Background: an optimization exercise with open tools, aiming at small area, a short achievable clock period and few clock cycles. Do not read the settings as production practice.
Where RTL was checked, it was by simulation tests only, not by an equivalence proof against the original.
For run 2, only the layout was checked, not whether the RTL still works.

==> design/flow/design.v <==
`timescale 1ns/1ns
module Controller(input clk, rst, start, compare, flag, output InitYin, InitW1, InitW2, InitB, InitFlag, InitAlpha, LdX1, LdX2, LdT, Select2, LdYin, LdFlag, LdAlphaT, LdW1, LdW2, LdB,ReadEn,Ready, output [1:0] Select1, Sel1, Sel2);
	reg initYin, initW1, initW2, initB, initFlag, initAlpha, ldX1, ldX2, ldT, select2, ldYin, ldFlag, ldAlphaT, ldW1, ldW2, ldB;
	reg [1:0] select1, sel1, sel2;
	reg [3:0] ns, ps;
	reg ldCnt, cntDown;
	reg readEn, ready;
	wire co;
	reg [7:0] Cout;
	always@(ps, start, co, compare, flag)begin
		ns = 4'b0;
		case(ps)
			4'b0000: begin
				ns = (start)? 4'b0001 : 4'b0000;
			  end
			4'b0001: begin
				ns = 4'b0010;
				end
			4'b0010: begin
				ns = 4'b0011;
				end
			4'b0011: begin
				ns = 4'b0100;
				end
			4'b0100: begin
				ns = 4'b0101;
				end
			4'b0101: begin
				ns = compare ? 4'b0110 : 4'b1010;
				end
			4'b0110: begin
				ns = 4'b0111;
				end
			4'b0111: begin
				ns = 4'b1000;
				end
			4'b1000: begin
				ns = 4'b1001;
				end
			4'b1001: begin
				ns = 4'b1010;
				end
			4'b1010: begin
				ns = (co == 0) ? 4'b0010 : 
				     (flag == 1) ? 4'b1011 : 
				     (flag == 0) ? 4'b0000 : 4'b1010;
				end
			4'b1011: begin
			  ns = 4'b0010;
			  end
			default: ns = 4'b0000;
		endcase
	end
	always@(ps)begin
		{initYin, initW1, initW2, initB, initFlag, ldCnt, initAlpha, ldX1, ldX2, ldT, cntDown, select2, ldYin, ldFlag, ldAlphaT, ldW1, ldW2, ldB} = 18'b0;
		readEn = 1'b0;
		ready = 1'b0;
		select1 = 2'b0;
		sel1 = 2'b0;
		sel2 = 2'b0;
		case(ps)
			4'b0000: begin
				ready = 1;
			  end
			4'b0001: begin
				initW1 = 1;
				initW2 = 1;
				initB = 1;
				initYin = 1;
				ldCnt = 1;
				initAlpha = 1;
				end
			4'b0010: begin
				ldX1 = 1;
				ldX2 = 1;
				ldT = 1;
				cntDown = 1;
				readEn = 1;
				end
			4'b0011: begin
				sel1 = 2'b00;
				sel2 = 2'b01;
				select1 = 2'b01;
				select2 = 1;
				ldYin = 1;
				end
			4'b0100: begin
				sel1 = 2'b01;
				sel2 = 2'b10;
				select1 = 2'b00;
				select2 = 1;
				ldYin = 1;
				end
			4'b0101: begin
				end
			4'b0110: begin
				sel1 = 2'b10;
				sel2 = 2'b0;
				ldAlphaT = 1;
				ldFlag = 1;
				end
			4'b0111: begin
				sel1 = 2'b11;
				sel2 = 2'b01;
				select2 = 1;
				select1 = 2'b10;
				ldW1 = 1;
				end
			4'b1000: begin
				sel1 = 2'b11;
				sel2 = 2'b10;
				select2 = 1;
				select1 = 2'b11;
				ldW2 = 1;
				end
			4'b1001: begin
				select2 = 0;
				select1 = 2'b01;
				ldB = 1;
				end
			4'b1010: begin
				end
			4'b1011: begin
			  ldCnt = 1;
			  initFlag = 1;
			  end
		endcase
	end
	always@(posedge clk,posedge rst)begin
		if(rst) ps <= 4'b0000;
		else ps <= ns;
	end
	always@(posedge clk, posedge rst)begin
	  if(rst)
	    Cout = 8'b11001000;
	  else begin
	    if(ldCnt) Cout <= 8'b11001000;
	    else if(cntDown) Cout <= Cout - 1;
	  end
  end
  assign co = ~|{Cout};
  assign InitYin = initYin;
  assign InitW1 = initW1;
  assign InitW2 = initW2;
  assign InitB = initB;
  assign InitFlag = initFlag;
  assign LdCnt = ldCnt;
  assign InitAlpha = initAlpha;
  assign LdX1 = ldX1;
  assign LdX2 = ldX2;
  assign LdT = ldT;
  assign CntDown = cntDown;
  assign Select1 = select1;
  assign Select2 = select2;
  assign LdYin = ldYin;
  assign LdFlag = ldFlag;
  assign LdAlphaT = ldAlphaT;
  assign LdW1 = ldW1;
  assign LdW2 = ldW2;
  assign LdB = ldB;
  assign Sel1 = sel1;
  assign Sel2 = sel2;
  assign ReadEn = readEn;
  assign Ready = ready;
endmodule
`timescale 1ns/1ns
module FlagReg(input clk,rst,loadData,initVal, output out);
  reg outData;
  assign out = outData;
  always@(posedge clk, posedge rst)begin
    if(rst) outData <= 1'b0;
    else
    begin
      if(initVal) outData <= 1'b0;
      else
    begin
    if (loadData) outData <= 1'b1;
    else outData <= outData;
    end
  end
  end
endmodule
`timescale 1ns/1ns
module Reg2bit(input clk,rst,loadData,initVal, input [1:0] inData, output[1:0] out);
  reg [1:0] outData;
  assign out = outData;
  always@(posedge clk, posedge rst)begin
    if(rst) outData <= 2'b0;
    else
    begin
      if(initVal) outData <= 2'b0;
      else
    begin
    if (loadData) outData <= inData;
    else outData <= outData;
    end
  end
  end
endmodule
`timescale 1ns/1ns
module Reg3bit(input clk,rst,loadData,initVal, input [2:0] inData, output[2:0] out);
  reg [2:0] outData;
  assign out = outData;
  always@(posedge clk, posedge rst)begin
    if(rst) outData <= 3'b0;
    else
    begin
      if(initVal) outData <= 3'b0;
      else
    begin
    if (loadData) outData <= inData;
    else outData <= outData;
    end
  end
  end
endmodule
`timescale 1ns/1ns
module Reg7bit(input clk,rst,loadData,initVal, input [6:0] inData, output[6:0] out);
  reg [6:0] outData;
  assign out = outData;
  always@(posedge clk, posedge rst)begin
    if(rst) outData <= 7'b0;
    else
    begin
      if(initVal) outData <= 7'b0;
      else
    begin
    if (loadData) outData <= inData;
    else outData <= outData;
    end
  end
  end
endmodule
`timescale 1ns/1ns
module Reg14bit(input clk,rst,loadData,initVal, input [13:0] inData, output[13:0] out);
  reg [13:0] outData;
  assign out = outData;
  always@(posedge clk, posedge rst)begin
    if(rst) outData <= 14'b0;
    else
    begin
      if(initVal) outData <= 14'b0;
      else
    begin
    if (loadData) outData <= inData;
    else outData <= outData;
    end
  end
  end
endmodule
`timescale 1ns/1ns
module Mux2to1(input select, input [13:0]in1,in2, output [13:0]MuxOut);
  assign MuxOut = ~select ? in1 : in2;
endmodule
`timescale 1ns/1ns
module Mux4to1(input [1:0]select, input [13:0]in1,in2,in3,in4, output [13:0]MuxOut);
  assign MuxOut = select==2'b00 ? in1 :
          select==2'b01 ? in2 :
          select==2'b10 ? in3 :
          select==2'b11 ? in4 : 14'bz;
endmodule
`timescale 1ns/1ns
module adder( input [13:0] op1, op2, output [13:0] result );
  assign result = op1 + op2;
endmodule
`timescale 1ns/1ns
module multiplier( input [13:0] op1, op2, output [13:0] result );
  wire [27:0] w;
  wire signed [13:0] operand1,operand2;
  assign operand1 = op1;
  assign operand2 = op2;
  assign w = operand1 * operand2;
  assign result = w[21:8];
endmodule
`timescale 1ns/1ns
module DataPath(input clk,rst, input [6:0] x1Data,x2Data, input [1:0] tData, input InitYin, InitW1, InitW2, InitB, InitFlag, InitAlpha, LdX1, LdX2, LdT, Select2, LdYin, LdFlag, LdAlphaT, LdW1, LdW2, LdB, input [1:0]  Select1, Sel1, Sel2, output compare, flag, output[1:0] signYin, output[13:0] w1,w2,b,Yin);
  wire [6:0] x1,x2;
  wire [1:0] t;
  wire [2:0] alpha,alphaT;
  wire [13:0] AddOut,MultOut,MultOp1,MultOp2,AddOp1,AddOp2;
  wire [13:0] castedT,castedAlphaT,castedAlpha,castedX1,castedX2;
  assign castedT = t[1] ? {4'b1111, t, 8'b0}: {4'b0, t, 8'b0};
  assign castedAlphaT = alphaT[2] ? {5'b11111, alphaT, 6'b0}: {5'b0, alphaT, 6'b0};
  assign castedAlpha = alpha[2] ? {5'b11111, alpha, 6'b0}: {5'b0, alpha, 6'b0};
  assign castedX1 = x1[6] ? {3'b111, x1, 4'b0}: {3'b0, x1, 4'b0};
  assign castedX2 = x2[6] ? {3'b111, x2, 4'b0}: {3'b0, x2, 4'b0};
  FlagReg FLAG(clk,rst,LdFlag,InitFlag, flag);
  Reg2bit T(clk,rst,LdT,1'b0,tData,t);
  Reg3bit ALPHA(clk,rst,InitAlpha,1'b0,3'b011, alpha);
  Reg3bit ALPHAT(clk,rst,LdAlphaT,1'b0,MultOut[8:6], alphaT);
  Reg7bit X1(clk,rst,LdX1,1'b0,x1Data, x1);
  Reg7bit X2(clk,rst,LdX2,1'b0,x2Data, x2);
  Reg14bit W1(clk,rst,LdW1,InitW1,AddOut, w1);
  Reg14bit W2(clk,rst,LdW2,InitW2,AddOut, w2);
  Reg14bit B (clk,rst,LdB,InitB,AddOut, b);
  Reg14bit YIN (clk,rst,LdYin,InitYin,AddOut, Yin);
  Mux4to1 MULTOP1(Sel1,w1,w2,castedT,castedAlphaT, MultOp1);
  Mux4to1 MULTOP2(Sel2,castedAlpha,castedX1,castedX2,14'b0, MultOp2);
  Mux4to1 ADDOP1(Select1,Yin,b,w1,w2, AddOp1);
  Mux2to1 ADDOP2(Select2,castedAlphaT,MultOut, AddOp2);
  multiplier MULTIPLIER(MultOp1,MultOp2, MultOut);
  adder ADDER(AddOp1,AddOp2, AddOut);
  assign compare = (Yin == 14'b0) ? 1 : (Yin[13] ^ t[1]);
  assign signYin = Yin[13] ? 2'b11 : 2'b01;  
endmodule
`timescale 1ns/1ns
module LearningMachine(input clk,rst, start, input [6:0] x1Data,x2Data, input [1:0] tData, output[1:0] signYin, output[13:0] w1,w2,b,Yin,output ReadEn, Ready);
  reg busy, rdEn, valid;
  reg xlast, flag;
  reg [7:0] cnt;      
  reg [6:0] x1, x2;
  reg [3:0] o1, o2;      
  reg [2:0] tw1, tw2;    
  reg t;
  reg [11:0] u1, u2;
  reg [7:0] v;
  reg [13:0] yReg;
  wire [13:0] ya, yb;
  wire [11:0] u1n, u2n;
  wire n1;
  wire n2;
  wire n3;
  wire n4;
  wire n5;
  wire n6;
  wire n7;
  wire n8;
  wire n9;
  wire n10;
  wire n11;
  wire n12;
  wire n13;
  wire n14;
  wire n15;
  wire n16;
  wire n17;
  wire n18;
  wire n19;
  wire n20;
  wire n21;
  wire n22;
  wire n23;
  wire n24;
  wire n25;
  wire n26;
  wire n27;
  wire n28;
  wire n29;
  wire n30;
  wire n31;
  wire n32;
  wire n33;
  wire n34;
  wire n35;
  wire n36;
  wire n37;
  wire n38;
  wire n39;
  wire n40;
  wire n41;
  wire n42;
  wire n43;
  wire n44;
  wire n45;
  wire n46;
  wire n47;
  wire n48;
  wire n49;
  wire n50;
  wire n51;
  wire n52;
  wire n53;
  wire n54;
  wire n55;
  wire n56;
  wire n57;
  wire n58;
  wire n59;
  wire n60;
  wire n61;
  wire n62;
  wire n63;
  wire n64;
  wire n65;
  wire n66;
  wire n67;
  wire n68;
  wire n69;
  wire n70;
  wire n71;
  wire n72;
  wire n73;
  wire n74;
  wire n75;
  wire n76;
  wire n77;
  wire n78;
  wire n79;
  wire n80;
  wire n81;
  wire n82;
  wire n83;
  wire n84;
  wire n85;
  wire n86;
  wire n87;
  wire n88;
  wire n89;
  wire n90;
  wire n91;
  wire n92;
  wire n93;
  wire n94;
  wire n95;
  wire n96;
  wire n97;
  wire n98;
  wire n99;
  wire t100;
  wire s101;
  wire c102;
  wire t103;
  wire s104;
  wire c105;
  wire s106;
  wire c107;
  wire t108;
  wire s109;
  wire c110;
  wire t111;
  wire s112;
  wire c113;
  wire t114;
  wire s115;
  wire c116;
  wire t117;
  wire s118;
  wire c119;
  wire s120;
  wire c121;
  wire t122;
  wire s123;
  wire c124;
  wire t125;
  wire s126;
  wire c127;
  wire t128;
  wire s129;
  wire c130;
  wire t131;
  wire s132;
  wire c133;
  wire t134;
  wire s135;
  wire c136;
  wire t137;
  wire s138;
  wire c139;
  wire t140;
  wire s141;
  wire c142;
  wire t143;
  wire s144;
  wire c145;
  wire t146;
  wire s147;
  wire c148;
  wire t149;
  wire s150;
  wire c151;
  wire t152;
  wire s153;
  wire c154;
  wire t155;
  wire s156;
  wire c157;
  wire t158;
  wire s159;
  wire c160;
  wire t161;
  wire s162;
  wire c163;
  wire t164;
  wire s165;
  wire c166;
  wire t167;
  wire s168;
  wire c169;
  wire t170;
  wire s171;
  wire c172;
  wire s173;
  wire c174;
  wire t175;
  wire s176;
  wire c177;
  wire t178;
  wire s179;
  wire c180;
  wire s181;
  wire c182;
  wire t183;
  wire s184;
  wire c185;
  wire s186;
  wire c187;
  wire t188;
  wire s189;
  wire c190;
  wire t191;
  wire s192;
  wire c193;
  wire t194;
  wire s195;
  wire c196;
  wire s197;
  wire c198;
  wire t199;
  wire s200;
  wire c201;
  wire t202;
  wire s203;
  wire c204;
  wire t205;
  wire s206;
  wire c207;
  wire t208;
  wire s209;
  wire c210;
  wire t211;
  wire s212;
  wire c213;
  wire t214;
  wire s215;
  wire c216;
  wire t217;
  wire s218;
  wire c219;
  wire t220;
  wire s221;
  wire c222;
  wire t223;
  wire s224;
  wire c225;
  wire t226;
  wire s227;
  wire c228;
  wire t229;
  wire s230;
  wire c231;
  wire t232;
  wire s233;
  wire c234;
  wire t235;
  wire s236;
  wire c237;
  wire t238;
  wire s239;
  wire c240;
  wire t241;
  wire s242;
  wire c243;
  wire t244;
  wire s245;
  wire c246;
  wire t247;
  wire s248;
  wire c249;
  wire t250;
  wire s251;
  wire c252;
  wire t253;
  wire s254;
  wire c255;
  wire t256;
  wire s257;
  wire c258;
  wire t259;
  wire s260;
  wire c261;
  wire t262;
  wire s263;
  wire c264;
  wire s265;
  wire c266;
  wire t267;
  wire s268;
  wire c269;
  wire t270;
  wire s271;
  wire c272;
  wire t273;
  wire s274;
  wire c275;
  wire t276;
  wire s277;
  wire c278;
  wire t279;
  wire s280;
  wire c281;
  wire t282;
  wire s283;
  wire c284;
  wire t285;
  wire s286;
  wire c287;
  wire t288;
  wire s289;
  wire c290;
  wire t291;
  wire s292;
  wire c293;
  wire t294;
  wire s295;
  wire c296;
  wire t297;
  wire s298;
  wire c299;
  wire t300;
  wire s301;
  wire c302;
  wire t303;
  wire s304;
  wire c305;
  wire s306;
  wire c307;
  wire t308;
  wire s309;
  wire c310;
  wire t311;
  wire s312;
  wire c313;
  wire t314;
  wire s315;
  wire c316;
  wire t317;
  wire s318;
  wire c319;
  wire t320;
  wire s321;
  wire c322;
  wire t323;
  wire s324;
  wire c325;
  wire t326;
  wire s327;
  wire c328;
  wire t329;
  wire s330;
  wire c331;
  wire t332;
  wire s333;
  wire c334;
  wire t335;
  wire s336;
  wire c337;
  wire t338;
  wire s339;
  wire c340;
  wire t341;
  wire s342;
  wire c343;
  wire t344;
  wire s345;
  wire c346;
  wire s347;
  wire c348;
  wire s349;
  wire c350;
  wire s351;
  wire c352;
  wire s353;
  wire c354;
  wire s355;
  wire c356;
  wire s357;
  wire c358;
  wire s359;
  wire c360;
  wire s361;
  wire c362;
  wire s363;
  wire c364;
  wire s365;
  wire c366;
  wire s367;
  wire c368;
  wire s369;
  wire c370;
  wire s371;
  wire c372;
  wire s373;
  wire c374;
  wire g375;
  wire p376;
  wire g377;
  wire p378;
  wire g379;
  wire p380;
  wire g381;
  wire p382;
  wire g383;
  wire p384;
  wire g385;
  wire p386;
  wire g387;
  wire p388;
  wire g389;
  wire p390;
  wire g391;
  wire p392;
  wire g393;
  wire p394;
  wire g395;
  wire p396;
  wire g397;
  wire p398;
  wire g399;
  wire p400;
  wire g401;
  wire p402;
  wire g403;
  wire p404;
  wire g405;
  wire p406;
  wire g407;
  wire p408;
  wire g409;
  wire p410;
  wire g411;
  wire p412;
  wire g413;
  wire p414;
  wire g415;
  wire p416;
  wire g417;
  wire p418;
  wire g419;
  wire p420;
  wire g421;
  wire p422;
  wire g423;
  wire p424;
  wire y425;
  wire y426;
  wire y427;
  wire y428;
  wire y429;
  wire y430;
  wire y431;
  wire y432;
  wire y433;
  wire y434;
  wire y435;
  wire y436;
  wire y437;
  assign n1 = ((o1[0] & u1[0])) ^ x1[1];
  assign n2 = ((o1[0] & u1[1]) | (tw1[0] & u1[0])) ^ x1[1];
  assign n3 = ((o1[0] & u1[2]) | (tw1[0] & u1[1])) ^ x1[1];
  assign n4 = ((o1[0] & u1[3]) | (tw1[0] & u1[2])) ^ x1[1];
  assign n5 = ((o1[0] & u1[4]) | (tw1[0] & u1[3])) ^ x1[1];
  assign n6 = ((o1[0] & u1[5]) | (tw1[0] & u1[4])) ^ x1[1];
  assign n7 = ((o1[0] & u1[6]) | (tw1[0] & u1[5])) ^ x1[1];
  assign n8 = ((o1[0] & u1[7]) | (tw1[0] & u1[6])) ^ x1[1];
  assign n9 = ((o1[0] & u1[8]) | (tw1[0] & u1[7])) ^ x1[1];
  assign n10 = ((o1[0] & u1[9]) | (tw1[0] & u1[8])) ^ x1[1];
  assign n11 = ((o1[0] & u1[10]) | (tw1[0] & u1[9])) ^ x1[1];
  assign n12 = ((o1[0] & u1[11]) | (tw1[0] & u1[10])) ^ x1[1];
  assign n13 = ~(((o1[0] & u1[11]) | (tw1[0] & u1[11])) ^ x1[1]);
  assign n14 = ((o1[1] & u1[0])) ^ x1[3];
  assign n15 = ((o1[1] & u1[1]) | (tw1[1] & u1[0])) ^ x1[3];
  assign n16 = ((o1[1] & u1[2]) | (tw1[1] & u1[1])) ^ x1[3];
  assign n17 = ((o1[1] & u1[3]) | (tw1[1] & u1[2])) ^ x1[3];
  assign n18 = ((o1[1] & u1[4]) | (tw1[1] & u1[3])) ^ x1[3];
  assign n19 = ((o1[1] & u1[5]) | (tw1[1] & u1[4])) ^ x1[3];
  assign n20 = ((o1[1] & u1[6]) | (tw1[1] & u1[5])) ^ x1[3];
  assign n21 = ((o1[1] & u1[7]) | (tw1[1] & u1[6])) ^ x1[3];
  assign n22 = ((o1[1] & u1[8]) | (tw1[1] & u1[7])) ^ x1[3];
  assign n23 = ((o1[1] & u1[9]) | (tw1[1] & u1[8])) ^ x1[3];
  assign n24 = ((o1[1] & u1[10]) | (tw1[1] & u1[9])) ^ x1[3];
  assign n25 = ((o1[1] & u1[11]) | (tw1[1] & u1[10])) ^ x1[3];
  assign n26 = ~(((o1[1] & u1[11]) | (tw1[1] & u1[11])) ^ x1[3]);
  assign n27 = ((o1[2] & u1[0])) ^ x1[5];
  assign n28 = ((o1[2] & u1[1]) | (tw1[2] & u1[0])) ^ x1[5];
  assign n29 = ((o1[2] & u1[2]) | (tw1[2] & u1[1])) ^ x1[5];
  assign n30 = ((o1[2] & u1[3]) | (tw1[2] & u1[2])) ^ x1[5];
  assign n31 = ((o1[2] & u1[4]) | (tw1[2] & u1[3])) ^ x1[5];
  assign n32 = ((o1[2] & u1[5]) | (tw1[2] & u1[4])) ^ x1[5];
  assign n33 = ((o1[2] & u1[6]) | (tw1[2] & u1[5])) ^ x1[5];
  assign n34 = ((o1[2] & u1[7]) | (tw1[2] & u1[6])) ^ x1[5];
  assign n35 = ((o1[2] & u1[8]) | (tw1[2] & u1[7])) ^ x1[5];
  assign n36 = ((o1[2] & u1[9]) | (tw1[2] & u1[8])) ^ x1[5];
  assign n37 = ((o1[2] & u1[10]) | (tw1[2] & u1[9])) ^ x1[5];
  assign n38 = ((o1[2] & u1[11]) | (tw1[2] & u1[10])) ^ x1[5];
  assign n39 = (o1[3] & u1[0]);
  assign n40 = x1[6] & ~((o1[3] & u1[0]));
  assign n41 = ((o1[3] & u1[1])) ^ x1[6];
  assign n42 = ((o1[3] & u1[2])) ^ x1[6];
  assign n43 = ((o1[3] & u1[3])) ^ x1[6];
  assign n44 = ((o1[3] & u1[4])) ^ x1[6];
  assign n45 = ((o1[3] & u1[5])) ^ x1[6];
  assign n46 = ((o1[3] & u1[6])) ^ x1[6];
  assign n47 = ((o1[3] & u1[7])) ^ x1[6];
  assign n48 = ((o1[3] & u1[8])) ^ x1[6];
  assign n49 = ((o1[3] & u1[9])) ^ x1[6];
  assign n50 = n1 & x1[1] & n2;
  assign n51 = ((o2[0] & u2[0])) ^ x2[1];
  assign n52 = ((o2[0] & u2[1]) | (tw2[0] & u2[0])) ^ x2[1];
  assign n53 = ((o2[0] & u2[2]) | (tw2[0] & u2[1])) ^ x2[1];
  assign n54 = ((o2[0] & u2[3]) | (tw2[0] & u2[2])) ^ x2[1];
  assign n55 = ((o2[0] & u2[4]) | (tw2[0] & u2[3])) ^ x2[1];
  assign n56 = ((o2[0] & u2[5]) | (tw2[0] & u2[4])) ^ x2[1];
  assign n57 = ((o2[0] & u2[6]) | (tw2[0] & u2[5])) ^ x2[1];
  assign n58 = ((o2[0] & u2[7]) | (tw2[0] & u2[6])) ^ x2[1];
  assign n59 = ((o2[0] & u2[8]) | (tw2[0] & u2[7])) ^ x2[1];
  assign n60 = ((o2[0] & u2[9]) | (tw2[0] & u2[8])) ^ x2[1];
  assign n61 = ((o2[0] & u2[10]) | (tw2[0] & u2[9])) ^ x2[1];
  assign n62 = ((o2[0] & u2[11]) | (tw2[0] & u2[10])) ^ x2[1];
  assign n63 = ~(((o2[0] & u2[11]) | (tw2[0] & u2[11])) ^ x2[1]);
  assign n64 = ((o2[1] & u2[0])) ^ x2[3];
  assign n65 = ((o2[1] & u2[1]) | (tw2[1] & u2[0])) ^ x2[3];
  assign n66 = ((o2[1] & u2[2]) | (tw2[1] & u2[1])) ^ x2[3];
  assign n67 = ((o2[1] & u2[3]) | (tw2[1] & u2[2])) ^ x2[3];
  assign n68 = ((o2[1] & u2[4]) | (tw2[1] & u2[3])) ^ x2[3];
  assign n69 = ((o2[1] & u2[5]) | (tw2[1] & u2[4])) ^ x2[3];
  assign n70 = ((o2[1] & u2[6]) | (tw2[1] & u2[5])) ^ x2[3];
  assign n71 = ((o2[1] & u2[7]) | (tw2[1] & u2[6])) ^ x2[3];
  assign n72 = ((o2[1] & u2[8]) | (tw2[1] & u2[7])) ^ x2[3];
  assign n73 = ((o2[1] & u2[9]) | (tw2[1] & u2[8])) ^ x2[3];
  assign n74 = ((o2[1] & u2[10]) | (tw2[1] & u2[9])) ^ x2[3];
  assign n75 = ((o2[1] & u2[11]) | (tw2[1] & u2[10])) ^ x2[3];
  assign n76 = ~(((o2[1] & u2[11]) | (tw2[1] & u2[11])) ^ x2[3]);
  assign n77 = ((o2[2] & u2[0])) ^ x2[5];
  assign n78 = ((o2[2] & u2[1]) | (tw2[2] & u2[0])) ^ x2[5];
  assign n79 = ((o2[2] & u2[2]) | (tw2[2] & u2[1])) ^ x2[5];
  assign n80 = ((o2[2] & u2[3]) | (tw2[2] & u2[2])) ^ x2[5];
  assign n81 = ((o2[2] & u2[4]) | (tw2[2] & u2[3])) ^ x2[5];
  assign n82 = ((o2[2] & u2[5]) | (tw2[2] & u2[4])) ^ x2[5];
  assign n83 = ((o2[2] & u2[6]) | (tw2[2] & u2[5])) ^ x2[5];
  assign n84 = ((o2[2] & u2[7]) | (tw2[2] & u2[6])) ^ x2[5];
  assign n85 = ((o2[2] & u2[8]) | (tw2[2] & u2[7])) ^ x2[5];
  assign n86 = ((o2[2] & u2[9]) | (tw2[2] & u2[8])) ^ x2[5];
  assign n87 = ((o2[2] & u2[10]) | (tw2[2] & u2[9])) ^ x2[5];
  assign n88 = ((o2[2] & u2[11]) | (tw2[2] & u2[10])) ^ x2[5];
  assign n89 = ((o2[3] & u2[0])) ^ x2[6];
  assign n90 = ((o2[3] & u2[1])) ^ x2[6];
  assign n91 = ((o2[3] & u2[2])) ^ x2[6];
  assign n92 = ((o2[3] & u2[3])) ^ x2[6];
  assign n93 = ((o2[3] & u2[4])) ^ x2[6];
  assign n94 = ((o2[3] & u2[5])) ^ x2[6];
  assign n95 = ((o2[3] & u2[6])) ^ x2[6];
  assign n96 = ((o2[3] & u2[7])) ^ x2[6];
  assign n97 = ((o2[3] & u2[8])) ^ x2[6];
  assign n98 = ((o2[3] & u2[9])) ^ x2[6];
  assign n99 = n51 & x2[1] & n52;
  LM_x2 xt100(x1[3], x2[3], t100);
  LM_x2 xs101(t100, n3, s101);
  LM_mj mc102(x1[3], x2[3], n3, c102);
  LM_x2 xt103(x1[5], x2[5], t103);
  LM_x2 xs104(t103, n5, s104);
  LM_mj mc105(x1[5], x2[5], n5, c105);
  LM_ha hs106(n6, n17, s106, c107);
  LM_x2 xt108(x2[6], n7, t108);
  LM_x2 xs109(t108, n18, s109);
  LM_mj mc110(x2[6], n7, n18, c110);
  LM_x2 xt111(n29, n39, t111);
  LM_x2 xs112(t111, n57, s112);
  LM_mj mc113(n29, n39, n57, c113);
  LM_x2 xt114(n8, n19, t114);
  LM_x2 xs115(t114, n30, s115);
  LM_mj mc116(n8, n19, n30, c116);
  LM_x2 xt117(n40, n41, t117);
  LM_x2 xs118(t117, n58, s118);
  LM_mj mc119(n40, n41, n58, c119);
  LM_ha hs120(n69, n80, s120, c121);
  LM_x2 xt122(v[0], n9, t122);
  LM_x2 xs123(t122, n20, s123);
  LM_mj mc124(v[0], n9, n20, c124);
  LM_x2 xt125(n31, n42, t125);
  LM_x2 xs126(t125, n59, s126);
  LM_mj mc127(n31, n42, n59, c127);
  LM_x2 xt128(n70, n81, t128);
  LM_x2 xs129(t128, n91, s129);
  LM_mj mc130(n70, n81, n91, c130);
  LM_x2 xt131(v[1], n10, t131);
  LM_x2 xs132(t131, n21, s132);
  LM_mj mc133(v[1], n10, n21, c133);
  LM_x2 xt134(n32, n43, t134);
  LM_x2 xs135(t134, n60, s135);
  LM_mj mc136(n32, n43, n60, c136);
  LM_x2 xt137(n71, n82, t137);
  LM_x2 xs138(t137, n92, s138);
  LM_mj mc139(n71, n82, n92, c139);
  LM_x2 xt140(v[2], n11, t140);
  LM_x2 xs141(t140, n22, s141);
  LM_mj mc142(v[2], n11, n22, c142);
  LM_x2 xt143(n33, n44, t143);
  LM_x2 xs144(t143, n61, s144);
  LM_mj mc145(n33, n44, n61, c145);
  LM_x2 xt146(n72, n83, t146);
  LM_x2 xs147(t146, n93, s147);
  LM_mj mc148(n72, n83, n93, c148);
  LM_x2 xt149(v[3], n12, t149);
  LM_x2 xs150(t149, n23, s150);
  LM_mj mc151(v[3], n12, n23, c151);
  LM_x2 xt152(n34, n45, t152);
  LM_x2 xs153(t152, n62, s153);
  LM_mj mc154(n34, n45, n62, c154);
  LM_x2 xt155(n73, n84, t155);
  LM_x2 xs156(t155, n94, s156);
  LM_mj mc157(n73, n84, n94, c157);
  LM_x2 xt158(v[4], n13, t158);
  LM_x2 xs159(t158, n24, s159);
  LM_mj mc160(v[4], n13, n24, c160);
  LM_x2 xt161(n35, n46, t161);
  LM_x2 xs162(t161, n63, s162);
  LM_mj mc163(n35, n46, n63, c163);
  LM_x2 xt164(n74, n85, t164);
  LM_x2 xs165(t164, n95, s165);
  LM_mj mc166(n74, n85, n95, c166);
  LM_x2 xt167(1'b1, v[5], t167);
  LM_x2 xs168(t167, n25, s168);
  LM_mj mc169(1'b1, v[5], n25, c169);
  LM_x2 xt170(n36, n47, t170);
  LM_x2 xs171(t170, n75, s171);
  LM_mj mc172(n36, n47, n75, c172);
  LM_ha hs173(n86, n96, s173, c174);
  LM_x2 xt175(1'b1, v[6], t175);
  LM_x2 xs176(t175, n26, s176);
  LM_mj mc177(1'b1, v[6], n26, c177);
  LM_x2 xt178(n37, n48, t178);
  LM_x2 xs179(t178, n76, s179);
  LM_mj mc180(n37, n48, n76, c180);
  LM_ha hs181(n87, n97, s181, c182);
  LM_x2 xt183(v[7], n38, t183);
  LM_x2 xs184(t183, n49, s184);
  LM_mj mc185(v[7], n38, n49, c185);
  LM_ha hs186(n88, n98, s186, c187);
  LM_x2 xt188(n14, n50, t188);
  LM_x2 xs189(t188, n53, s189);
  LM_mj mc190(n14, n50, n53, c190);
  LM_x2 xt191(n4, n15, t191);
  LM_x2 xs192(t191, n54, s192);
  LM_mj mc193(n4, n15, n54, c193);
  LM_x2 xt194(n16, n27, t194);
  LM_x2 xs195(t194, n55, s195);
  LM_mj mc196(n16, n27, n55, c196);
  LM_ha hs197(n66, n77, s197, c198);
  LM_x2 xt199(n28, n56, t199);
  LM_x2 xs200(t199, n67, s200);
  LM_mj mc201(n28, n56, n67, c201);
  LM_x2 xt202(n78, s106, t202);
  LM_x2 xs203(t202, c105, s203);
  LM_mj mc204(n78, s106, c105, c204);
  LM_x2 xt205(n68, n79, t205);
  LM_x2 xs206(t205, n89, s206);
  LM_mj mc207(n68, n79, n89, c207);
  LM_x2 xt208(c107, s109, t208);
  LM_x2 xs209(t208, s112, s209);
  LM_mj mc210(c107, s109, s112, c210);
  LM_x2 xt211(n90, s120, t211);
  LM_x2 xs212(t211, c110, s212);
  LM_mj mc213(n90, s120, c110, c213);
  LM_x2 xt214(c113, s115, t214);
  LM_x2 xs215(t214, s118, s215);
  LM_mj mc216(c113, s115, s118, c216);
  LM_x2 xt217(c121, c116, t217);
  LM_x2 xs218(t217, c119, s218);
  LM_mj mc219(c121, c116, c119, c219);
  LM_x2 xt220(s123, s126, t220);
  LM_x2 xs221(t220, s129, s221);
  LM_mj mc222(s123, s126, s129, c222);
  LM_x2 xt223(c124, c127, t223);
  LM_x2 xs224(t223, c130, s224);
  LM_mj mc225(c124, c127, c130, c225);
  LM_x2 xt226(s132, s135, t226);
  LM_x2 xs227(t226, s138, s227);
  LM_mj mc228(s132, s135, s138, c228);
  LM_x2 xt229(c133, c136, t229);
  LM_x2 xs230(t229, c139, s230);
  LM_mj mc231(c133, c136, c139, c231);
  LM_x2 xt232(s141, s144, t232);
  LM_x2 xs233(t232, s147, s233);
  LM_mj mc234(s141, s144, s147, c234);
  LM_x2 xt235(c142, c145, t235);
  LM_x2 xs236(t235, c148, s236);
  LM_mj mc237(c142, c145, c148, c237);
  LM_x2 xt238(s150, s153, t238);
  LM_x2 xs239(t238, s156, s239);
  LM_mj mc240(s150, s153, s156, c240);
  LM_x2 xt241(c151, c154, t241);
  LM_x2 xs242(t241, c157, s242);
  LM_mj mc243(c151, c154, c157, c243);
  LM_x2 xt244(s159, s162, t244);
  LM_x2 xs245(t244, s165, s245);
  LM_mj mc246(s159, s162, s165, c246);
  LM_x2 xt247(s173, c160, t247);
  LM_x2 xs248(t247, c163, s248);
  LM_mj mc249(s173, c160, c163, c249);
  LM_x2 xt250(c166, s168, t250);
  LM_x2 xs251(t250, s171, s251);
  LM_mj mc252(c166, s168, s171, c252);
  LM_x2 xt253(c174, s181, t253);
  LM_x2 xs254(t253, c169, s254);
  LM_mj mc255(c174, s181, c169, c255);
  LM_x2 xt256(c172, s176, t256);
  LM_x2 xs257(t256, s179, s257);
  LM_mj mc258(c172, s176, s179, c258);
  LM_x2 xt259(t, c182, t259);
  LM_x2 xs260(t259, s186, s260);
  LM_mj mc261(t, c182, s186, c261);
  LM_x2 xt262(c177, c180, t262);
  LM_x2 xs263(t262, s184, s263);
  LM_mj mc264(c177, c180, s184, c264);
  LM_ha hs265(n64, n99, s265, c266);
  LM_x2 xt267(n65, c102, t267);
  LM_x2 xs268(t267, c190, s268);
  LM_mj mc269(n65, c102, c190, c269);
  LM_x2 xt270(s197, c193, t270);
  LM_x2 xs271(t270, s104, s271);
  LM_mj mc272(s197, c193, s104, c272);
  LM_x2 xt273(c198, c196, t273);
  LM_x2 xs274(t273, s200, s274);
  LM_mj mc275(c198, c196, s200, c275);
  LM_x2 xt276(c201, s206, t276);
  LM_x2 xs277(t276, c204, s277);
  LM_mj mc278(c201, s206, c204, c278);
  LM_x2 xt279(c207, s212, t279);
  LM_x2 xs280(t279, c210, s280);
  LM_mj mc281(c207, s212, c210, c281);
  LM_x2 xt282(c213, c216, t282);
  LM_x2 xs283(t282, s218, s283);
  LM_mj mc284(c213, c216, s218, c284);
  LM_x2 xt285(c219, c222, t285);
  LM_x2 xs286(t285, s224, s286);
  LM_mj mc287(c219, c222, s224, c287);
  LM_x2 xt288(c225, c228, t288);
  LM_x2 xs289(t288, s230, s289);
  LM_mj mc290(c225, c228, s230, c290);
  LM_x2 xt291(c231, c234, t291);
  LM_x2 xs292(t291, s236, s292);
  LM_mj mc293(c231, c234, s236, c293);
  LM_x2 xt294(c237, c240, t294);
  LM_x2 xs295(t294, s242, s295);
  LM_mj mc296(c237, c240, s242, c296);
  LM_x2 xt297(c243, c246, t297);
  LM_x2 xs298(t297, s248, s298);
  LM_mj mc299(c243, c246, s248, c299);
  LM_x2 xt300(c249, s254, t300);
  LM_x2 xs301(t300, c252, s301);
  LM_mj mc302(c249, s254, c252, c302);
  LM_x2 xt303(c255, s260, t303);
  LM_x2 xs304(t303, c258, s304);
  LM_mj mc305(c255, s260, c258, c305);
  LM_ha hs306(s265, s101, s306, c307);
  LM_x2 xt308(c266, s192, t308);
  LM_x2 xs309(t308, s268, s309);
  LM_mj mc310(c266, s192, s268, c310);
  LM_x2 xt311(s195, c269, t311);
  LM_x2 xs312(t311, s271, s312);
  LM_mj mc313(s195, c269, s271, c313);
  LM_x2 xt314(c272, s203, t314);
  LM_x2 xs315(t314, s274, s315);
  LM_mj mc316(c272, s203, s274, c316);
  LM_x2 xt317(c275, s209, t317);
  LM_x2 xs318(t317, s277, s318);
  LM_mj mc319(c275, s209, s277, c319);
  LM_x2 xt320(s215, c278, t320);
  LM_x2 xs321(t320, s280, s321);
  LM_mj mc322(s215, c278, s280, c322);
  LM_x2 xt323(s221, c281, t323);
  LM_x2 xs324(t323, s283, s324);
  LM_mj mc325(s221, c281, s283, c325);
  LM_x2 xt326(s227, c284, t326);
  LM_x2 xs327(t326, s286, s327);
  LM_mj mc328(s227, c284, s286, c328);
  LM_x2 xt329(s233, c287, t329);
  LM_x2 xs330(t329, s289, s330);
  LM_mj mc331(s233, c287, s289, c331);
  LM_x2 xt332(s239, c290, t332);
  LM_x2 xs333(t332, s292, s333);
  LM_mj mc334(s239, c290, s292, c334);
  LM_x2 xt335(s245, c293, t335);
  LM_x2 xs336(t335, s295, s336);
  LM_mj mc337(s245, c293, s295, c337);
  LM_x2 xt338(s251, c296, t338);
  LM_x2 xs339(t338, s298, s339);
  LM_mj mc340(s251, c296, s298, c340);
  LM_x2 xt341(s257, c299, t341);
  LM_x2 xs342(t341, s301, s342);
  LM_mj mc343(s257, c299, s301, c343);
  LM_x2 xt344(s263, c302, t344);
  LM_x2 xs345(t344, s304, s345);
  LM_mj mc346(s263, c302, s304, c346);
  assign ya = {c343, c340, c337, c334, c331, c328, c325, c322, c319, c316, c313, c310, c307, s306};
  assign yb = {s345, s342, s339, s336, s333, s330, s327, s324, s321, s318, s315, s312, s309, s189};
  LM_ha hs347(s306, s189, s347, c348);
  LM_ha hs349(c307, s309, s349, c350);
  LM_ha hs351(c310, s312, s351, c352);
  LM_ha hs353(c313, s315, s353, c354);
  LM_ha hs355(c316, s318, s355, c356);
  LM_ha hs357(c319, s321, s357, c358);
  LM_ha hs359(c322, s324, s359, c360);
  LM_ha hs361(c325, s327, s361, c362);
  LM_ha hs363(c328, s330, s363, c364);
  LM_ha hs365(c331, s333, s365, c366);
  LM_ha hs367(c334, s336, s367, c368);
  LM_ha hs369(c337, s339, s369, c370);
  LM_ha hs371(c340, s342, s371, c372);
  LM_ha hs373(c343, s345, s373, c374);
  LM_g qg375(c350, s349, c348, g375);
  LM_gp qg377(c354, s353, c352, s351, g377, p378);
  LM_gp qg379(c358, s357, c356, s355, g379, p380);
  LM_gp qg381(c362, s361, c360, s359, g381, p382);
  LM_gp qg383(c366, s365, c364, s363, g383, p384);
  LM_gp qg385(c370, s369, c368, s367, g385, p386);
  LM_gp qg387(c374, s373, c372, s371, g387, p388);
  LM_g qg389(c352, s351, g375, g389);
  LM_g qg391(g377, p378, g375, g391);
  LM_gp qg393(c360, s359, g379, p380, g393, p394);
  LM_gp qg395(g381, p382, g379, p380, g395, p396);
  LM_gp qg397(c368, s367, g383, p384, g397, p398);
  LM_gp qg399(g385, p386, g383, p384, g399, p400);
  LM_g qg401(c356, s355, g391, g401);
  LM_g qg403(g379, p380, g391, g403);
  LM_g qg405(g393, p394, g391, g405);
  LM_g qg407(g395, p396, g391, g407);
  LM_gp qg409(c372, s371, g399, p400, g409, p410);
  LM_gp qg411(g387, p388, g399, p400, g411, p412);
  LM_g qg413(c364, s363, g407, g413);
  LM_g qg415(g383, p384, g407, g415);
  LM_g qg417(g397, p398, g407, g417);
  LM_g qg419(g399, p400, g407, g419);
  LM_g qg421(g409, p410, g407, g421);
  LM_g qg423(g411, p412, g407, g423);
  assign y425 = s349 ^ c348;
  assign y426 = s351 ^ g375;
  assign y427 = s353 ^ g389;
  assign y428 = s355 ^ g391;
  assign y429 = s357 ^ g401;
  assign y430 = s359 ^ g403;
  assign y431 = s361 ^ g405;
  assign y432 = s363 ^ g407;
  assign y433 = s365 ^ g413;
  assign y434 = s367 ^ g415;
  assign y435 = s369 ^ g417;
  assign y436 = s371 ^ g419;
  assign y437 = s373 ^ g421;
  assign yt = {y437, y436, y435, y434, y433, y432, y431, y430, y429, y428, y427, y426, y425, s347};
  wire [5:0] xl1 = x1[5:0] ^ {6{t}};
  wire xs1 = x1[6] ^ t;
  assign u1n = u1 + {4'd0, ~xs1, xs1, xl1} + {4'd0, ~xs1, xl1, t} + {4'b1111, 6'd0, t, 1'b0};
  wire [5:0] xl2 = x2[5:0] ^ {6{t}};
  wire xs2 = x2[6] ^ t;
  assign u2n = u2 + {4'd0, ~xs2, xs2, xl2} + {4'd0, ~xs2, xl2, t} + {4'b1111, 6'd0, t, 1'b0};
  wire [13:0] yt;    
  wire [13:0] y = {yt[13] ^ t, yt[12:0]};
  wire [13:0] zx = ya ^ yb ^ {ya[12:0] | yb[12:0], 1'b0} ^ {t, 13'd0};
  wire yzero = ~|zx;
  wire mis = yzero | yt[13];
  wire upd = valid & mis;
  wire clr = ~busy & start;
  wire [7:0] vn = v + {{6{t}}, ~t, 1'b1};    
  wire last = (cnt == 8'd14);
  function [6:0] booth(input [6:0] x);
    reg [8:0] e;
    integer i;
    begin
      e = {x[6], x, 1'b0};
      for (i = 0; i < 4; i = i + 1)
        booth[i] = e[2*i+1] ^ e[2*i];
      for (i = 0; i < 3; i = i + 1)
        booth[4+i] = (e[2*i+2] & ~e[2*i+1] & ~e[2*i]) | (~e[2*i+2] & e[2*i+1] & e[2*i]);
    end
  endfunction
  wire [6:0] bd1 = booth(x1Data);
  wire [6:0] bd2 = booth(x2Data);
  always @(posedge clk) begin
    x1 <= x1Data; x2 <= x2Data; t <= tData[1];
    o1 <= bd1[3:0]; tw1 <= bd1[6:4];
    o2 <= bd2[3:0]; tw2 <= bd2[6:4];
  end
  always @(posedge clk) begin
    if (!busy) begin
      xlast <= 1'b0; flag <= 1'b0; cnt <= 8'd1;
    end else begin
      if (rdEn) begin
        xlast <= last;
        cnt <= last ? 8'd1 : {cnt[6:0], cnt[7] ^ cnt[5] ^ cnt[4] ^ cnt[3]};
      end
      if (rdEn && last) flag <= 1'b0;
      else if (upd && !xlast) flag <= 1'b1;
    end
  end
  always @(posedge clk, posedge rst) begin
    if (rst) begin
      busy <= 1'b0; rdEn <= 1'b0; valid <= 1'b0;
      u1 <= 12'd0; u2 <= 12'd0; v <= 8'd0; yReg <= 14'd0;
    end else begin
      if (valid) yReg <= y;
      u1 <= upd ? u1n : u1 & {12{~clr}};
      u2 <= upd ? u2n : u2 & {12{~clr}};
      v <= upd ? vn : v & {8{~clr}};
      if (!busy) begin
        if (start) begin
          busy <= 1'b1; rdEn <= 1'b1; valid <= 1'b0;
        end
      end else begin
        valid <= rdEn;
        if (rdEn && last) begin
          rdEn <= flag | upd;
        end else if (!rdEn && xlast && valid) begin
          rdEn <= mis;
          busy <= mis;
        end
      end
    end
  end
  assign w1 = {u1, 2'b00};
  assign w2 = {u2, 2'b00};
  assign b = {v, 6'b0};
  assign Yin = yReg;
  assign signYin = {yReg[13], 1'b1};
  assign ReadEn = rdEn;
  assign Ready = ~busy;
endmodule
module LM_x2(input a, b, output y);
  assign y = a ^ b;
endmodule
module LM_mj(input a, b, c, output y);
  assign y = (a & b) | (a & c) | (b & c);
endmodule
module LM_fa(input a, b, c, output s, co);
  assign s = a ^ b ^ c;
  assign co = (a & b) | (a & c) | (b & c);
endmodule
module LM_ha(input a, b, output s, co);
  assign s = a ^ b;
  assign co = a & b;
endmodule
module LM_gp(input gh, ph, gl, pl, output g, p);
  assign g = gh | (ph & gl);
  assign p = ph & pl;
endmodule
module LM_g(input gh, ph, gl, output g);
  assign g = gh | (ph & gl);
endmodule
==> design/flow/flow/run.sh <==
#!/bin/bash
set -euo pipefail
bash standard.sh SETUP_SLACK_MARGIN=7.5 SETUP_MOVE_SEQUENCE=unbuffer,size_down,sizeup,swap,clone 'BUFFER_PORTS_ARGS=-buffer_cell sky130_fd_sc_hd__buf_1' finish > standard_make.log 2>&1
==> design/flow/standard.sh <==
#!/bin/bash
# synth_recipe.tcl (not shown) runs the flow's synth.tcl, then flattens the netlist and writes it again
# the make line also repeats each setting of config.mk as NAME=value (left out here)
make -C /OpenROAD-flow-scripts/flow DESIGN_CONFIG=/design/flow/config.mk WORK_HOME=/design/flow/orfs CLKGATE_MAP_FILE= SYNTH_SCRIPT=/design/flow/synth_recipe.tcl "${@:-finish}"
==> design/flow/config.mk <==
export PLATFORM = sky130hd
export DESIGN_NAME = LearningMachine
export DESIGN_NICKNAME = LearningMachine
export VERILOG_FILES = /design/flow/design.v
export SDC_FILE = /design/flow/constraint.sdc
export NUM_CORES = 4
export LEC_CHECK = 0
export ABC_CLOCK_PERIOD_IN_PS = 5000
export CAP_MARGIN = 20
export CORE_MARGIN = 2
export CORE_UTILIZATION = 40
export SETUP_SLACK_MARGIN = 5
export SLEW_MARGIN = 20
export SYNTH_HIERARCHICAL = 1
export SYNTH_MINIMUM_KEEP_SIZE = 0
==> design/flow/constraint.sdc <==
create_clock -name core_clock -period 12.0 [get_ports {clk}]
set_input_delay 2.4000 -clock core_clock [delete_from_list [all_inputs] [get_ports {clk}]]
set_output_delay 2.4000 -clock core_clock [all_outputs]
set_load 0.01 [all_outputs]
==> results of run 1 <==
-- Yosys stat by module, one instance, submodules excluded --
| module | copies in the design | cell area (sq um) |
|---|---|---|
| LearningMachine | 1 | 6780 |
| LM_gp | 10 | 13.8 |
| LM_ha | 22 | 12.5 |
| LM_mj | 72 | 11.3 |
| LM_x2 | 154 | 8.76 |
| LM_g | 12 | 7.51 |
-- area by class of cell --
type	count	area share, %
repair buffers	74	3.67
well taps	319	3.75
multi-input cells	859	68.2
flip-flops and latches	86	19.2
inverters	64	2.26
clock buffers	11	2.39
clock inverters	5	0.576
-- cell families after synthesis --
| kind of cell | count (synthesis) | synth area share [%] |
|---|---|---|
| and+or+nand+nor | 170 | 8.61 |
| buffers and inverters | 143 | 6.40 |
| adders and majority gates | 146 | 19.4 |
| other | 2 | 0.0795 |
| DFF | 86 | 20.8 |
| AOI/OAI and AO/OA | 197 | 13.8 |
| xor gates and xnor gates | 323 | 30.0 |
| muxes | 8 | 0.875 |
-- metrics by stage --
stage                     cells  util (%)  setup WS, ps  hold WS (ps)
after CTS                  1418      44.5          7320           465
after floorplan            1088         -          7510           435
after global routing       1418      45.6          7020           499
after detailed placement   1399      42.1          6550           450
final                      1418      45.6          7230           463
after global placement     1399      42.1          6630           447
-- flip-flops by register name, indices dropped and copies added (netlist names) --
register and cells:
flag 1, u1 12, o1 4, v 8
tw1 3, tw2 3, x2 6, cnt 8
u2 12, rdEn 1, yReg 14, valid 1
busy 1, o2 4, t 1, x1 6
xlast 1
-- placed cells by master, fill, tap and decap left out, types with 22 or more instances in the layout --
| cell | instances |
|---|---|
| nand2_1 | 47 |
| buf_1 | 66 |
| a22oi_2 | 28 |
| maj3_2 | 57 |
| inv_1 | 62 |
| o21ai_0 | 39 |
| a21o_1 | 29 |
| a21oi_1 | 31 |
| dfrtp_2 | 22 |
| nor2_1 | 41 |
| dfrtp_1 | 27 |
| a22oi_1 | 36 |
| xor2_1 | 187 |
| xnor2_1 | 114 |
| nand3_1 | 31 |
| ha_1 | 59 |
-- worst max-delay path: cells and delay by family, from the launching register on --
| family | cells | cell delay (ps) |
|---|---|---|
| adder cells (fa/ha/maj) | 4 | 1510 |
| AO/OA/AOI/OAI | 8 | 1460 |
| XOR/XNOR | 4 | 650 |
| flip-flops | 1 | 530 |
| AND/OR/NAND/NOR | 2 | 380 |
| buffers and inverters | 1 | 150 |
-- timing repair --
action                     4_1_cts  5_1_grt
gates cloned                     3        0
gates resized for setup         85      104
pin swaps                       11       19
buffers inserted                 0        0
hold buffers                     0        0
setup endpoints to repair       36       34
-- metal layers --
layer / vias to the layer above / GRT usage, % / wire length, um / part of all wire (%)
met2: 141 / 31.1 / 10500 / 47
met4: 0 / 5.89 / 416 / 1.9
met1: 3366 / 26.2 / 10600 / 47
met5: - / 0 / 0 / 0
li1: 3633 / - / - / -
met3: 23 / 2.52 / 784 / 3.5
-- how the worst max path moves through the flow --
| stage | slack [ps] | from | cells after the start | endpoint |
|---|---|---|---|---|
| 3_3_place_gp | 6630 | x1[3]$_DFF_P_ | 19 | u1[11]$_DFF_PP0_ |
| 6_report | 7230 | u2[4]$_DFF_PP0_ | 19 | u1[11]$_DFF_PP0_ |
| 3_5_place_dp | 6550 | x1[3]$_DFF_P_ | 19 | u1[11]$_DFF_PP0_ |
| 5_1_grt | 7020 | u2[7]$_DFF_PP0_ | 20 | u1[11]$_DFF_PP0_ |
| 2_1_floorplan | 7510 | x1[3]$_DFF_P_ | 21 | u2[7]$_DFF_PP0_ |
| 4_1_cts | 7320 | u1[7]$_DFF_PP0_ | 20 | u1[11]$_DFF_PP0_ |
==> metrics.md, run 1 <==
| Metric | Value |
|---|---|
| Status | timing/DRC/antenna clean |
| CTS clk-pin slew, worst paths | 70 ps |
| CP startpoint kind | flip-flop |
| CTS Buffer Depth | 2 |
| Critical Path End Type | flip-flop |
| Async SR Flop Fraction | 57.0% |
| GP Congestion | just under 0.9 |
| Syn Std Cell Area | roughly 0.0094 sq mm |
| Area Growth Syn to Fin | 12.7% |
| Hold EP | flag$_SDFFE_PN0P_ |
| Final setup fails | 0 |
| Cell area after placement | around 0.01 sq mm |
| # diodes | 0 |
| Sequential area share after synthesis | 20.8% |
| Worst hold path depth | 1 |
| Reg2Reg Capture Point | u1[11]$_DFF_PP0_ |
| Core Region | about 0.023 sq mm |
| Max stage delay on crit path | between 500 and 600 ps |
| HP Start | flag$_SDFFE_PN0P_ |
| Critical Path, Cell by Cell | a22oi_2 -> xnor2_2 -> maj3_1 -> maj3_1 -> maj3_2 -> xor2_2 -> xor2_1 -> ha_1 -> a21o_1 -> a21o_1 -> a21o_1 -> a21o_1 -> xnor2_2 -> nand2b_4 -> o41a_4 -> buf_12 -> and2_4 -> o21bai_1 -> a22o_1 |
| First-pass GRT wire length | approximately 37 mm |
| I/O pin total | between 70 and 80 |
| DR vias | about 7000 |
| Total detailed-routing wirelength | 22.3 mm |
| Worst Reg2Reg Path Length in Cells | 19 |
| Share of post-route cells with drive strength above 1 | 17.0% |
| H-tree levels | 3 |
| Drt initial violations | 396 |
| Post-synth top area cell | xor2_1 |
| Fillcell total | 2249 |
| Slew of the pin with the lowest slew margin | 677 ps |
| Tcrit/Tclk final | 39.7% |
| Post-synthesis register bit count | 86 |
| Slowest-stage cell, CP | dfrtp_2 |
| Initial antenna violation count | 0 |
| Vias per cell | 5.05 |
| Kind of critical path | flip-flop to flip-flop |
| Top cell by count, worst path | a21o_1 |
| Drt wl/cell | between 15 and 20 um |
| Worst path required time | 12300 ps |
| Rows | 56 |
| Initial core utilization | 40.5% |
| Area share of the largest cell type after synthesis | ~18% |
| Yosys warns | 8 |
| Clk_skew | 6.48 ps |
| Top post-synthesis cells by area | xor2_1 18%, dfrtp_1 13%, xnor2_1 12% |
| PortBufs | 66 |
| Nets@finish | 1187 |
| Avg Cell Area, Syn | 8.78 sq um |
| Root buffer cell | clkbuf_16 |
| Grt ovf | 0 |
| CTS Sinks | between 80 and 90 |
| Worst Hold Class | flip-flop to flip-flop |
| Number of enable flip-flop cells after synthesis | 0 |
| Synth cell count leaders | 192 x xor2_1, 131 x xnor2_1, 72 x maj3_2, 64 x a22oi_1, 63 x inv_1 |
| Total GRT Usage | a little under a fifth |
| Die Y | 158 um |
| Pins Over Slew Limit | 0 |
| CP arrival | 5060 ps |
| Post-route cell area | 0.0106 sq mm |
| Achievable Freq | 0.210 GHz |
| Setup TNS | 0 ps |
| Clk latency of the worst-skew pair | 360 ps |
| Minimum clock period | 4770 ps |
| Full die area | 0.0248 sq mm |
| Cts bufs inserted | 9 |
| CTS tree | built |
| Dominant synthesized flop cell | dfrtp_1 |
| Dpl hpwl | 16.5 mm |
| Worst reg-to-reg setup slack | a little over 7000 ps |
| Max Cap Viol | 0 |
| ANT nets after route | 0 |
| Top-count cell post-synth | xor2_1 |
| Drt drc | 0 |
| Vias in the first global route | between 7000 and 8000 |
| Largest net degree at the start of global routing | 50 |
| Synth unique cells | 51 |
| FF/Latch Area | between 0.002 and 0.0025 sq mm |
| Area of the multi-input gates | between 0.007 and 0.008 sq mm |
| 1st-pass router iterations | 5 |
| Die X | 158 um |
| Relative slew slack | 54.9% |
| Syn Inst Count | 1075 |
| Final-report hold violation count | 0 |
| Crit Reg-Reg Startpoint | u2[4]$_DFF_PP0_ |
| Crit path max fanout | 10 |
| RSZ-0062 raised after global routing | true |
Testbench counts, summed over its fixed seeds: cycles 145,544.
==> inputs of run 2 (changes only) <==
--- a/design/flow/design.v
+++ b/design/flow/design.v
@@ -754,6 +754,20 @@
   wire y435;
   wire y436;
   wire y437;
+  wire z438;
+  wire z439;
+  wire z440;
+  wire z441;
+  wire z442;
+  wire z443;
+  wire z444;
+  wire z445;
+  wire z446;
+  wire z447;
+  wire z448;
+  wire z449;
+  wire z450;
+  wire z451;
   assign n1 = ((o1[0] & u1[0])) ^ x1[1];
   assign n2 = ((o1[0] & u1[1]) | (tw1[0] & u1[0])) ^ x1[1];
   assign n3 = ((o1[0] & u1[2]) | (tw1[0] & u1[1])) ^ x1[1];
@@ -1147,6 +1161,21 @@
   assign y436 = s371 ^ g419;
   assign y437 = s373 ^ g421;
   assign yt = {y437, y436, y435, y434, y433, y432, y431, y430, y429, y428, y427, y426, y425, s347};
+  assign z438 = s349 ^ (c348 | s347);
+  assign z439 = s351 ^ (c350 | s349);
+  assign z440 = s353 ^ (c352 | s351);
+  assign z441 = s355 ^ (c354 | s353);
+  assign z442 = s357 ^ (c356 | s355);
+  assign z443 = s359 ^ (c358 | s357);
+  assign z444 = s361 ^ (c360 | s359);
+  assign z445 = s363 ^ (c362 | s361);
+  assign z446 = s365 ^ (c364 | s363);
+  assign z447 = s367 ^ (c366 | s365);
+  assign z448 = s369 ^ (c368 | s367);
+  assign z449 = s371 ^ (c370 | s369);
+  assign z450 = s373 ^ (c372 | s371);
+  assign z451 = z450 ^ t;
+  assign zx = {z451, z449, z448, z447, z446, z445, z444, z443, z442, z441, z440, z439, z438, s347};
   wire [5:0] xl1 = x1[5:0] ^ {6{t}};
   wire xs1 = x1[6] ^ t;
   assign u1n = u1 + {4'd0, ~xs1, xs1, xl1} + {4'd0, ~xs1, xl1, t} + {4'b1111, 6'd0, t, 1'b0};
@@ -1155,7 +1184,7 @@
   assign u2n = u2 + {4'd0, ~xs2, xs2, xl2} + {4'd0, ~xs2, xl2, t} + {4'b1111, 6'd0, t, 1'b0};
   wire [13:0] yt;    
   wire [13:0] y = {yt[13] ^ t, yt[12:0]};
-  wire [13:0] zx = ya ^ yb ^ {ya[12:0] | yb[12:0], 1'b0} ^ {t, 13'd0};
+  wire [13:0] zx;
   wire yzero = ~|zx;
   wire mis = yzero | yt[13];
   wire upd = valid & mis;
==> design/flow/flow/run.sh (replaced) <==
#!/bin/bash
set -euo pipefail
bash standard.sh SETUP_SLACK_MARGIN=7 'BUFFER_PORTS_ARGS=-buffer_cell sky130_fd_sc_hd__buf_1' finish > standard_make.log 2>&1
==> run 2 against run 1 <==
Against the previous run: still clean; sequential share of layout area increased by 0.47 points; critical path type unchanged; flip-flop and latch count unchanged; synthesized cell count fell by 2.0%; via count increased by 2.2%; global-route usage shrank 0.59 points; clock skew rose by 2.4 ps; core utilization shrank 0.23 points; count of clock-buffer cells in the layout decreased by 2.
==> metrics.md, run 2 <==
| Metric | Value |
|---|---|
| Reg with most FFs | yReg |
| Sequential area share after synthesis | 21.1% (+0.28 points) |
| Slew of the pin with the lowest slew margin | 690 ps (+13.7 ps) |
| Core Region | 0.0228 sq mm (-2.4%) |
| CTS Buffer Depth | 2 (unchanged) |
| Crit path buf inv count | 2 (+1) |
| Dominant synthesized flop cell | dfrtp_1 |
| Post-route setup slack | 7160 ps (-74.2 ps) |
| Full die area | 0.0245 sq mm (-1.3%) |
| Most frequent cells in the layout | 179 x xor2_1, 121 x xnor2_1, 72 x maj3_2, 66 x buf_1, 62 x a22oi_1 |
| Complex-gate fraction of the synthesized area | 15.7% (+1.9 points) |
| Number of enable flip-flop cells after synthesis | 0 (unchanged) |
| Kind of critical path | flip-flop to flip-flop |
| Async SR Flop Fraction | 57.0% (unchanged) |
| Post-synthesis register bit count | 86 (unchanged) |
| Largest regs | yReg: 14 flops, u1: 12 flops, u2: 12 flops |
| # diodes | 0 (unchanged) |
| Rows | 55 (-1.8%) |
| Relative slew slack | 54.0% (-0.91 points) |
| Vias per cell | 5.20 (+3.0%) |
| Post-synthesis mux area share | 1.25% (+0.37 points) |
| Drt initial violations | 497 (+26%) |
| Setup TNS | 0 ps (unchanged) |
| Root buffer cell | clkbuf_16 |
| CP startpoint kind | flip-flop |
| Drt drc | 0 (unchanged) |
| 1st-pass router iterations | 7 (+2) |
| Initial core utilization | 40.9% (+0.43 points) |
| Clk latency of the worst-skew pair | 350 ps (about the same) |
| Total detailed-routing wirelength | 22.8 mm (+2.1%) |
| Slowest-stage cell, CP | dfrtp_2 |
| Grt ovf | 0 (unchanged) |
| H-tree levels | 3 (unchanged) |
| Synth unique cells | 56 (+9.8%) |
| Layout Cells excl Fill | 1407 (-0.78%) |
| Area Growth Syn to Fin | 11.0% |
| Worst Hold Class | flip-flop to flip-flop |
| Die Y | 157 um (-0.65%) |
| Placed insts | 1370 (-2.1%) |
| ANT nets after route | 0 (unchanged) |
| Critical Path, Cell by Cell | buf_2 -> a22oi_1 -> xnor2_1 -> xor2_1 -> xor2_1 -> maj3_2 -> maj3_2 -> xor2_1 -> xor2_2 -> ha_4 -> and2_1 -> a21o_1 -> a21o_1 -> a21o_1 -> xnor2_2 -> o31ai_4 -> buf_12 -> nand2_8 -> mux2_1 -> a21o_1 |
| Cts bufs inserted | 9 (unchanged) |
| Synth cell count leaders | 184 x xor2_1, 124 x xnor2_1, 72 x maj3_2, 64 x a22oi_1, 54 x nand2_1 |
| Tcrit/Tclk final | 40.3% (+0.62 points) |
| Adder-Cell Fraction of Synth Area | 17.9% (-1.5 points) |
| DR vias | 7319 (+2.2%) |
| Post-synth top area cell | xor2_1 |
| Yosys warns | 8 (unchanged) |
| First-pass GRT wire length | 36.1 mm (-3.6%) |
| Clk_skew | 8.89 ps (+2.41 ps) |
| Syn Inst Count | 1054 (-2.0%) |
| Synth Area in XOR/XNOR | 29.1% (-0.83 points) |
| CP arrival | 5090 ps (+30 ps) |
| Max FFs per register | 14 (unchanged) |
| Final-report hold violation count | 0 (unchanged) |
| Syn Std Cell Area | 0.00932 sq mm (-1.3%) |
| Final setup fails | 0 (unchanged) |
| Commonest non-fill, non-tap cell in the layout | xor2_1 |
| Top-count cell post-synth | xor2_1 |
| Achievable Freq | 0.207 GHz (-1.5%) |
| Share of post-route cells with drive strength above 1 | 16.4% (-0.65 points) |
| PortBufs | 66 (unchanged) |
| Drt wl/cell | 16.2 um (+2.9%) |
| Worst path required time | 12240 ps (-60 ps) |
| CTS Sinks | 86 (unchanged) |
| Delay-heaviest family, CP | XOR/XNOR gates |
| Vias in the first global route | 6844 (-2.7%) |
| Pins Over Slew Limit | 0 (unchanged) |
| Largest net degree at the start of global routing | 50 (unchanged) |
| Initial antenna violation count | 0 (unchanged) |
| Status | timing/DRC/antenna clean |
| Minimum clock period | 4840 ps (+74.2 ps) |
| Critical Path End Type | flip-flop |
| Nets@finish | 1169 (-1.5%) |
| Largest family of logic cells by synthesized area | XOR/XNOR gates |
| I/O pin total | 79 (unchanged) |
| Die X | 157 um (-0.65%) |
| Crit path max fanout | 8 (-2) |
| Simple-gate portion of the synthesized area | 9.27% (+0.65 points) |
| CTS clk-pin slew, worst paths | 70 ps (about the same) |
| Dpl hpwl | 16.1 mm (-2.4%) |
| CTS tree | built |
| GP Congestion | 0.861 (-2.5%) |
| Max stage delay on crit path | 460 ps (-70 ps) |
| Top post-synthesis cells by area | xor2_1 17%, dfrtp_1 13%, xnor2_1 12% |
| Area share of the largest cell type after synthesis | 17.3% (-0.51 points) |
| Setup slack at placement | 6300 ps (-243 ps) |
| Avg Cell Area, Syn | 8.84 sq um (+0.63%) |
| Max Cap Viol | 0 (unchanged) |
| RSZ-0062 raised after global routing | false |
| Top cell by count, worst path | a21o_1 |
| Total GRT Usage | 18.5% (-0.59 points) |
[run 2: cell types whose count changed after synthesis, sizes merged, moves of 5 or more]
cell	previous run	this run
xor2	192	185
o21a	3	10
nor3b	0	5
xnor2	131	124
ha	61	48
inv	63	40
o21ai	47	37
nor3	6	13
nand2	47	55
o211ai	1	6
[run 2: kinds of logic after synthesis]
family / Yosys count
AO/OA/AOI/OAI: 211
XOR/XNOR: 309
adder cells (fa/ha/maj): 133
buffers and inverters: 120
flip-flops: 86
multiplexers: 11
other: 2
AND/OR/NAND/NOR: 182
[run 2: what timing repair did]
item / CTS / global route
gates cloned: 1 / 2
resized for setup: 34 / 30
setup buffers: 2 / 16
endpoints found under the setup margin: 33 / 33
pin swaps: 2 / 14
hold buffers: 0 / 0
[run 2: Yosys stat by module (local to each module, per instance)]
module	cells	flip-flops and latches
LM_gp	2	0
LM_mj	1	0
LearningMachine	774	86
LM_ha	1	0
LM_g	1	0
LM_x2	1	0
[run 2: metal layers]
layer	vias to the layer above	part of all wire, %	GRT usage [%]
li1	3652	-	-
met1	3485	48	25.5
met2	162	46	30.1
met3	20	3.7	3.35
met4	0	1.8	3.93
met5	-	0	0
[run 2: worst paths after layout]
check / start / to / slack [ps] / depth (start not counted)
worst max-delay path: u1[7]$_DFF_PP0_ / v[7]$_DFF_PP0_ / 7160 / 20
worst min-delay path: flag$_SDFFE_PN0P_ / flag$_SDFFE_PN0P_ / 470 / 1
worst max register to register: u1[7]$_DFF_PP0_ / v[7]$_DFF_PP0_ / 7160 / 20
worst min register to register: flag$_SDFFE_PN0P_ / flag$_SDFFE_PN0P_ / 470 / 1
max in group asynchronous: rst / u2[6]$_DFF_PP0_ / 9280 / 3
min in group asynchronous: rst / rdEn$_DFFE_PP0P_ / 2210 / 3
[run 2: area by class of cell]
class	count	area, sq um
fillers	2249	12400
repair buffers	88	423
multi-input cells	864	7050
clock inverters	7	73.8
inverters	40	150
flip-flops and latches	86	2030
well taps	313	392
clock buffers	9	225
[run 2: stage by stage]
step           hold slack, ps  instance area [sq um]  util [%]
2_1_floorplan             435                   9360         -
3_3_place_gp              446                   9670      42.5
3_5_place_dp              457                   9670      42.5
4_1_cts                   472                  10100      44.2
5_1_grt                   519                  10300      45.4
6_report                  466                  10300      45.4

==> port drivers added, routing unchanged <==
In the flow no input, the clock included, has a driving cell. The finished layouts below were timed again as built, in two steps. Step 1: set_driving_cell puts a clkbuf_16 on clk and a buf_2 on each other input, an assumption about the parent block. Step 2 adds t to the input delays and takes it off the output delays; t is the mean of the earliest and latest rising clock arrival at the registers after step 1. Input paths then give back, and output paths get back, about the clock's delay inside the block. Slacks: ideal ports / drivers / drivers and shift; pairs: ideal ports / drivers.
run | t, ns | setup slack, ns | worst setup path at the end | pins driven straight from the clock port
run 1 | 0.401 | 7.233 / 7.233 / 7.233 | register to register | 1
run 2 | 0.398 | 7.158 / 7.158 / 7.158 | register to register | 1
After both steps setup and hold are still met in every run listed.
